This design comes from an exercise in tuning for small area on the open sky130 flow, not from production work.
The flow treats the clock pin as an ideal source, which a real chip does not have.
No activity file was given, so power comes from the tool's default toggle rates.

==> umber <==
// fir
module fir(data_out, out_enable, data_in, sample_enable, coef_enable, error, clk, reset);
Settings: LEC_CHECK=0, CAP_MARGIN=20, CELL_PAD_IN_SITES_DETAIL_PLACEMENT=1, CELL_PAD_IN_SITES_GLOBAL_PLACEMENT=1, CORE_MARGIN=2, CORE_UTILIZATION=40, GPL_TIMING_DRIVEN=0, SLEW_MARGIN=20, SYNTH_HIERARCHICAL=1; clock period 12.0 ns.
standard.sh (not shown) runs the stock make flow with config.mk's settings and CLKGATE_MAP_FILE= SYNTH_SCRIPT=/design/flow/synth_recipe.tcl, a recipe that flattens the netlist after the stock synthesis.
==> flow/flow/run.sh <==
#!/bin/bash
# The standard layout with these changes: port buffers chosen per direction
# (flow/pre_gpl.tcl), global placement that is not timing driven, only
# small buffers for the resizer (flow/small_bufs.tcl), and a clock tree of
# clock buffers without dummy balancing loads.
set -uo pipefail
here=$(pwd)
bash standard.sh synth > standard_synth.log 2>&1 || exit 1
bash standard.sh \
  "DONT_BUFFER_PORTS=1" \
  "PRE_GLOBAL_PLACE_TCL=$here/flow/pre_gpl.tcl" \
  "PRE_RESIZE_TCL=$here/flow/small_bufs.tcl" \
  "PRE_CTS_TCL=$here/flow/small_bufs.tcl" \
  "PRE_GLOBAL_ROUTE_TCL=$here/flow/small_bufs.tcl" \
  "CTS_ARGS=-sink_clustering_enable -repair_clock_nets -buf_list sky130_fd_sc_hd__clkbuf_4 -root_buf sky130_fd_sc_hd__clkbuf_8 -dont_use_dummy_load" \
  finish > standard_make.log 2>&1
==> flow/flow/pre_gpl.tcl <==
# Runs before global placement: drop the buffers synthesis left in the
# netlist, then give each input port a buf_2 and each output port a buf_1.
remove_buffers
buffer_ports -inputs -buffer_cell sky130_fd_sc_hd__buf_2
buffer_ports -outputs -buffer_cell sky130_fd_sc_hd__buf_1
==> flow/flow/small_bufs.tcl <==
set_dont_use {sky130_fd_sc_hd__buf_6 sky130_fd_sc_hd__buf_8 sky130_fd_sc_hd__buf_12 sky130_fd_sc_hd__buf_16 sky130_fd_sc_hd__bufbuf_8 sky130_fd_sc_hd__bufbuf_16}
==> inputs of cedar, as changes to umber <==
--- a/flow/design.v
+++ b/flow/design.v
@@ -777,16 +777,20 @@
 	wire o635;
 	wire o636;
 	wire o637;
 	wire o638;
 	wire o639;
 	wire o640;
 	wire o641;
 	wire o642;
+	wire r643;
+	wire o644;
+	wire r645;
+	wire o646;
 	fir_ha u0 (c4[1], c4[0], s0, k0);
 	fir_fa u1 (c4[2], c4[1], k0, s1, k1);
 	fir_fa u2 (c4[3], c4[2], k1, s2, k2);
 	fir_fa u3 (c4[4], c4[3], k2, s3, k3);
 	fir_fa u4 (c4[5], c4[4], k3, s4, k4);
 	fir_fa u5 (c4[6], c4[5], k4, s5, k5);
 	fir_fa u6 (c4[7], c4[6], k5, s6, k6);
 	fir_ha u7 (c4[7], k6, s7, k7);
@@ -1095,18 +1099,17 @@
 	fir_fa u450 (p31, s449, k444, s450, k450);
 	fir_fa u451 (p120, p208, p296, s451, k451);
 	fir_fa u452 (p384, k445, s451, s452, k452);
 	fir_fa u453 (p104, p192, p280, s453, k453);
 	fir_fa u454 (p368, k446, k447, s454, k454);
 	fir_fa u455 (s452, s453, k448, s455, k455);
 	fir_fa u456 (s454, s455, p16, s456, k456);
 	fir_fa u457 (p32, k449, s456, s457, k457);
-	fir_xnor u458 (s457, k450, s458);
-	fir_or v458 (s457, k450, k458);
+	fir_fa u458 (s457, k450, 1'b1, s458, k458);
 	fir_fa u459 (p139, p227, p315, s459, k459);
 	fir_fa u460 (p403, p122, p210, s460, k460);
 	fir_fa u461 (p298, p386, k451, s461, k461);
 	fir_fa u462 (s459, s460, s461, s462, k462);
 	fir_fa u463 (k452, p106, p194, s463, k463);
 	fir_fa u464 (p282, p370, k453, s464, k464);
 	fir_fa u465 (k454, s462, s463, s465, k465);
 	fir_fa u466 (s464, k455, p18, s466, k466);
@@ -1120,18 +1123,17 @@
 	fir_fa u474 (s471, s472, k462, s474, k474);
 	fir_fa u475 (s473, p108, p196, s475, k475);
 	fir_fa u476 (p284, p372, k463, s476, k476);
 	fir_fa u477 (k464, s474, p20, s477, k477);
 	fir_fa u478 (p36, p52, k465, s478, k478);
 	fir_fa u479 (s475, s476, k466, s479, k479);
 	fir_fa u480 (s477, s478, k467, s480, k480);
 	fir_fa u481 (s479, k468, s480, s481, k481);
-	fir_xnor u482 (s481, k469, s482);
-	fir_or v482 (s481, k469, k482);
+	fir_fa u482 (s481, k469, 1'b1, s482, k482);
 	fir_fa u483 (p159, p247, p335, s483, k483);
 	fir_fa u484 (p423, p142, p230, s484, k484);
 	fir_fa u485 (p318, p406, k470, s485, k485);
 	fir_fa u486 (s483, s484, s485, s486, k486);
 	fir_fa u487 (k471, p126, p214, s487, k487);
 	fir_fa u488 (p302, p390, k472, s488, k488);
 	fir_fa u489 (k473, s486, s487, s489, k489);
 	fir_fa u490 (s488, k474, p38, s490, k490);
@@ -1155,18 +1157,17 @@
 	fir_fa u508 (s504, s505, k490, s508, k508);
 	fir_fa u509 (p112, p200, p24, s509, k509);
 	fir_fa u510 (p288, p376, k491, s510, k510);
 	fir_fa u511 (s506, k492, k493, s511, k511);
 	fir_fa u512 (s507, k494, s508, s512, k512);
 	fir_fa u513 (s509, s510, k495, s513, k513);
 	fir_fa u514 (s511, k496, s512, s514, k514);
 	fir_fa u515 (s513, k497, s514, s515, k515);
-	fir_xnor u516 (s515, k498, s516);
-	fir_or v516 (s515, k498, k516);
+	fir_fa u516 (s515, k498, 1'b1, s516, k516);
 	fir_fa u517 (p162, p250, p338, s517, k517);
 	fir_fa u518 (p426, k499, s517, s518, k518);
 	fir_fa u519 (k500, p146, p234, s519, k519);
 	fir_fa u520 (p322, p410, k501, s520, k520);
 	fir_fa u521 (k502, s518, s519, s521, k521);
 	fir_fa u522 (s520, k503, p58, s522, k522);
 	fir_fa u523 (p74, p130, p218, s523, k523);
 	fir_fa u524 (p306, p394, p42, s524, k524);
@@ -1175,18 +1176,17 @@
 	fir_fa u527 (s523, s524, p114, s527, k527);
 	fir_fa u528 (p202, p26, p290, s528, k528);
 	fir_fa u529 (p378, s525, k508, s529, k529);
 	fir_fa u530 (k509, k510, k511, s530, k530);
 	fir_fa u531 (s526, s527, s528, s531, k531);
 	fir_fa u532 (s529, k512, s530, s532, k532);
 	fir_fa u533 (k513, s531, k514, s533, k533);
 	fir_fa u534 (s532, s533, k515, s534, k534);
-	fir_xnor u535 (s534, k516, s535);
-	fir_or v535 (s534, k516, k535);
+	fir_fa u535 (s534, k516, 1'b1, s535, k535);
 	fir_fa u536 (p164, p252, p340, s536, k536);
 	fir_fa u537 (p428, k517, k518, s537, k537);
 	fir_fa u538 (s536, p148, p236, s538, k538);
 	fir_fa u539 (p324, p412, k519, s539, k539);
 	fir_fa u540 (k520, s537, p60, s540, k540);
 	fir_fa u541 (p76, k521, s538, s541, k541);
 	fir_fa u542 (s539, k522, p132, s542, k542);
 	fir_fa u543 (p220, p308, p396, s543, k543);
@@ -1212,103 +1212,97 @@
 	fir_fa u563 (p398, p46, k542, s563, k563);
 	fir_fa u564 (k543, k544, s560, s564, k564);
 	fir_fa u565 (k545, k546, s561, s565, k565);
 	fir_fa u566 (s562, s563, k547, s566, k566);
 	fir_fa u567 (k548, s564, k549, s567, k567);
 	fir_fa u568 (s565, k550, s566, s568, k568);
 	fir_fa u569 (k551, s567, k552, s569, k569);
 	fir_fa u570 (s568, s569, k553, s570, k570);
-	fir_xnor u571 (s570, k554, s571);
-	fir_or v571 (s570, k554, k571);
+	fir_fa u571 (s570, k554, 1'b1, s571, k571);
 	fir_fa u572 (p168, p256, p344, s572, k572);
 	fir_fa u573 (p432, k555, p80, s573, k573);
 	fir_fa u574 (k556, s572, p152, s574, k574);
 	fir_fa u575 (p240, p328, p416, s575, k575);
 	fir_fa u576 (p64, k557, s573, s576, k576);
 	fir_fa u577 (k558, k559, p135, s577, k577);
 	fir_fa u578 (p223, p311, p399, s578, k578);
 	fir_fa u579 (p47, s574, k560, s579, k579);
 	fir_fa u580 (s575, s576, k561, s580, k580);
 	fir_fa u581 (s577, k562, s578, s581, k581);
 	fir_fa u582 (k563, k564, s579, s582, k582);
 	fir_fa u583 (s580, k565, s581, s583, k583);
 	fir_fa u584 (k566, s582, k567, s584, k584);
 	fir_fa u585 (s583, k568, s584, s585, k585);
 	fir_fa u586 (k569, s585, k570, s586, k586);
-	fir_xnor u587 (s586, k571, s587);
-	fir_or v587 (s586, k571, k587);
+	fir_fa u587 (s586, k571, 1'b1, s587, k587);
 	fir_fa u588 (p170, p258, p346, s588, k588);
 	fir_fa u589 (p434, p82, k572, s589, k589);
 	fir_fa u590 (k573, s588, s589, s590, k590);
 	fir_fa u591 (p154, p242, p330, s591, k591);
 	fir_fa u592 (p418, p66, k574, s592, k592);
 	fir_fa u593 (k575, k576, k577, s593, k593);
 	fir_fa u594 (k578, s590, s591, s594, k594);
 	fir_fa u595 (s592, k579, s593, s595, k595);
 	fir_fa u596 (k580, k581, s594, s596, k596);
 	fir_fa u597 (k582, s595, k583, s597, k597);
 	fir_fa u598 (s596, k584, s597, s598, k598);
 	fir_fa u599 (k585, s598, k586, s599, k599);
-	fir_xnor u600 (s599, k587, s600);
-	fir_or v600 (s599, k587, k600);
-	fir_fa u601 (p172, p260, p348, s601, k601);
-	fir_fa u602 (p436, p84, k588, s602, k602);
-	fir_fa u603 (k589, p155, p243, s603, k603);
-	fir_fa u604 (p331, p419, p67, s604, k604);
-	fir_fa u605 (s601, s602, k590, s605, k605);
-	fir_fa u606 (k591, s603, s604, s606, k606);
-	fir_fa u607 (k592, k593, s605, s607, k607);
-	fir_fa u608 (k594, s606, k595, s608, k608);
-	fir_fa u609 (s607, k596, s608, s609, k609);
-	fir_fa u610 (k597, s609, k598, s610, k610);
-	fir_fa u611 (s610, k599, k600, s611, k611);
-	fir_fa u612 (p174, p262, p350, s612, k612);
-	fir_fa u613 (p438, p86, k601, s613, k613);
-	fir_fa u614 (k602, k603, k604, s614, k614);
-	fir_fa u615 (s612, s613, k605, s615, k615);
-	fir_fa u616 (k606, s614, s615, s616, k616);
-	fir_fa u617 (k607, k608, s616, s617, k617);
-	fir_fa u618 (k609, s617, k610, s618, k618);
+	fir_fa u600 (p172, p260, p348, s600, k600);
+	fir_fa u601 (p436, p84, k588, s601, k601);
+	fir_fa u602 (k589, p155, p243, s602, k602);
+	fir_fa u603 (p331, p419, p67, s603, k603);
+	fir_fa u604 (s600, s601, k590, s604, k604);
+	fir_fa u605 (k591, s602, s603, s605, k605);
+	fir_fa u606 (k592, k593, s604, s606, k606);
+	fir_fa u607 (k594, s605, k595, s607, k607);
+	fir_fa u608 (s606, k596, s607, s608, k608);
+	fir_fa u609 (k597, s608, k598, s609, k609);
+	fir_fa u610 (s609, k599, 1'b1, s610, k610);
+	fir_fa u611 (p174, p262, p350, s611, k611);
+	fir_fa u612 (p438, p86, k600, s612, k612);
+	fir_fa u613 (k601, k602, k603, s613, k613);
+	fir_fa u614 (s611, s612, k604, s614, k614);
+	fir_fa u615 (k605, s613, s614, s615, k615);
+	fir_fa u616 (k606, k607, s615, s616, k616);
+	fir_fa u617 (k608, s616, k609, s617, k617);
+	fir_fa u618 (s617, k610, 1'b1, s618, k618);
 	fir_fa u619 (p175, p263, p351, s619, k619);
-	fir_fa u620 (p439, p87, k612, s620, k620);
-	fir_fa u621 (s619, k613, k614, s621, k621);
-	fir_fa u622 (s620, k615, s621, s622, k622);
-	fir_fa u623 (k616, s622, k617, s623, k623);
-	fir_xnor u624 (s623, k618, s624);
-	fir_or v624 (s623, k618, k624);
+	fir_fa u620 (p439, p87, k611, s620, k620);
+	fir_fa u621 (s619, k612, k613, s621, k621);
+	fir_fa u622 (s620, k614, s621, s622, k622);
+	fir_fa u623 (k615, s622, k616, s623, k623);
+	fir_fa u624 (s623, k617, k618, s624, k624);
 	assign o625 = ~s441;
 	assign o626 = ~s444;
 	assign o627 = ~s450;
 	assign o628 = ~s458;
 	assign o629 = ~s469;
 	assign o630 = ~s482;
 	assign o631 = ~s498;
 	assign o632 = ~s516;
 	assign o633 = ~s535;
 	assign o634 = ~s554;
 	assign o635 = ~s571;
 	assign o636 = ~s587;
-	assign o637 = ~s600;
-	assign o638 = ~s611;
+	assign o637 = ~s599;
+	assign o638 = ~s610;
 	assign o639 = ~s618;
 	assign o640 = ~s624;
-	assign o641 = o639 ^ ~k611;
-	assign o642 = o640 ^ (~k611 & o639);
-	assign data_out = {o642, o641, o638, o637, o636, o635, o634, o633, o632, o631, o630, o629, o628, o627, o626, o625};
+	assign o641 = o637 ^ ~k587;
+	assign o642 = o638 ^ (~k587 & o637);
+	assign r643 = o637 & o638;
+	assign o644 = o639 ^ (~k587 & r643);
+	assign r645 = r643 & o639;
+	assign o646 = o640 ^ (~k587 & r645);
+	assign data_out = {o646, o644, o642, o641, o636, o635, o634, o633, o632, o631, o630, o629, o628, o627, o626, o625};
 endmodule
 module fir_fa(input a, input b, input c, output s, output co);
 	assign s = a ^ b ^ c;
 	assign co = (a & b) | (c & (a ^ b));
 endmodule
 module fir_sel3(output y, input s1, input a1, input s2, input a2, input s3, input a3);
 	assign y = ~((s1 & a1) | (s2 & a2) | (s3 & a3));
 endmodule
-module fir_xnor(input a, input b, output y);
-	assign y = ~(a ^ b);
-endmodule
-module fir_or(input a, input b, output y);
-	assign y = a | b;
-endmodule
 module fir_ha(input a, input b, output s, output co);
 	assign s = a ^ b;
 	assign co = a & b;
 endmodule
==> flow/flow/run.sh (replaced) <==
#!/bin/bash
# The standard layout, with smaller port buffers and a clock tree built
# from small clock buffers without dummy balancing loads.
set -uo pipefail
bash standard.sh \
  "BUFFER_PORTS_ARGS=-buffer_cell sky130_fd_sc_hd__buf_1" \
  "CTS_ARGS=-sink_clustering_enable -repair_clock_nets -buf_list sky130_fd_sc_hd__clkbuf_4 -root_buf sky130_fd_sc_hd__clkbuf_8 -dont_use_dummy_load" \
  finish > standard_make.log 2>&1
GPL_TIMING_DRIVEN = default   (was 0)
removed: flow/flow/pre_gpl.tcl
removed: flow/flow/small_bufs.tcl
==> key figures <==
Floorplan
  • Die Wd: 157 um
  • Die H: 157 um

Run status
  • Outcome: finished clean

Synth
  • Post-Synth XOR/XNOR Area: 0.186%

Setup path
  • CP cell instances: buf_4 -> fa_1 -> fa_1 -> fa_1 -> fa_1 -> fa_1 -> a222oi_1 -> fa_1 -> fa_1 -> fa_1 -> fa_1 -> fa_1 -> fa_1 -> fa_1 -> fa_1 -> fa_1 -> fa_1 -> fa_1 -> xnor2_1 -> buf_1

Timing
  • Rel. slew slack: 46.6%

Drt
  • Initial DRC count: 1504
  • DRT Pass-1 Iters: 11
(the above is from cedar)
==> key figures <==
Power
  • Clk. pwr: 0.167 mW

Setup path
  • Flop2flop setup slack: 9.24 ns
  • CP cell instances: ha_1 -> fa_1 -> fa_1 -> fa_1 -> fa_1 -> fa_1 -> fa_1 -> a222oi_1 -> fa_1 -> fa_1 -> fa_1 -> fa_1 -> fa_1 -> fa_1 -> fa_1 -> fa_1 -> or2_1 -> fa_1 -> inv_1 -> ha_1 -> xnor2_1 -> buf_1

Timing
  • Rel. slew slack: 26.4%

Floorplan
  • Die H: 157 um
  • Die Wd: 157 um

Drt
  • Initial DRC count: 1703

Run status
  • Outcome: finished clean

Placed design
  • GPL Wtd Cong: 1.02

Layout
  • Fillers: 2329

Synth
  • Post-Synth XOR/XNOR Area: 0.845%
(the above is from umber)
Function was not checked in any run of this note: the RTL went through the layout flow alone.

## re-timing with driven ports
No port has a modelled driver above. Below, the same layouts with a new extraction and two added sets of constraints.
Step 1 (the two cells are an assumption about what drives the block):
set clk [get_ports {clk}]
set_driving_cell -lib_cell sky130_fd_sc_hd__clkbuf_16 $clk
set_driving_cell -lib_cell sky130_fd_sc_hd__buf_2 [delete_from_list [all_inputs] $clk]
Step 2 times the ports against the registers' clock, not the clock port: input delays grow and output delays shrink by t, the midpoint of the rising clock arrivals with the driver on.
Slacks: ideal / step 1 / step 2; pairs: ideal / step 1.
run	shift t [ns]	setup slack, ns	clock arrival spread, ns
umber	0.409	0.388 / 0.346 / 0.756	0.025 / 0.025
cedar	0.410	0.271 / 0.232 / 0.341	0.015 / 0.015
After both steps setup and hold are still met in every run listed.
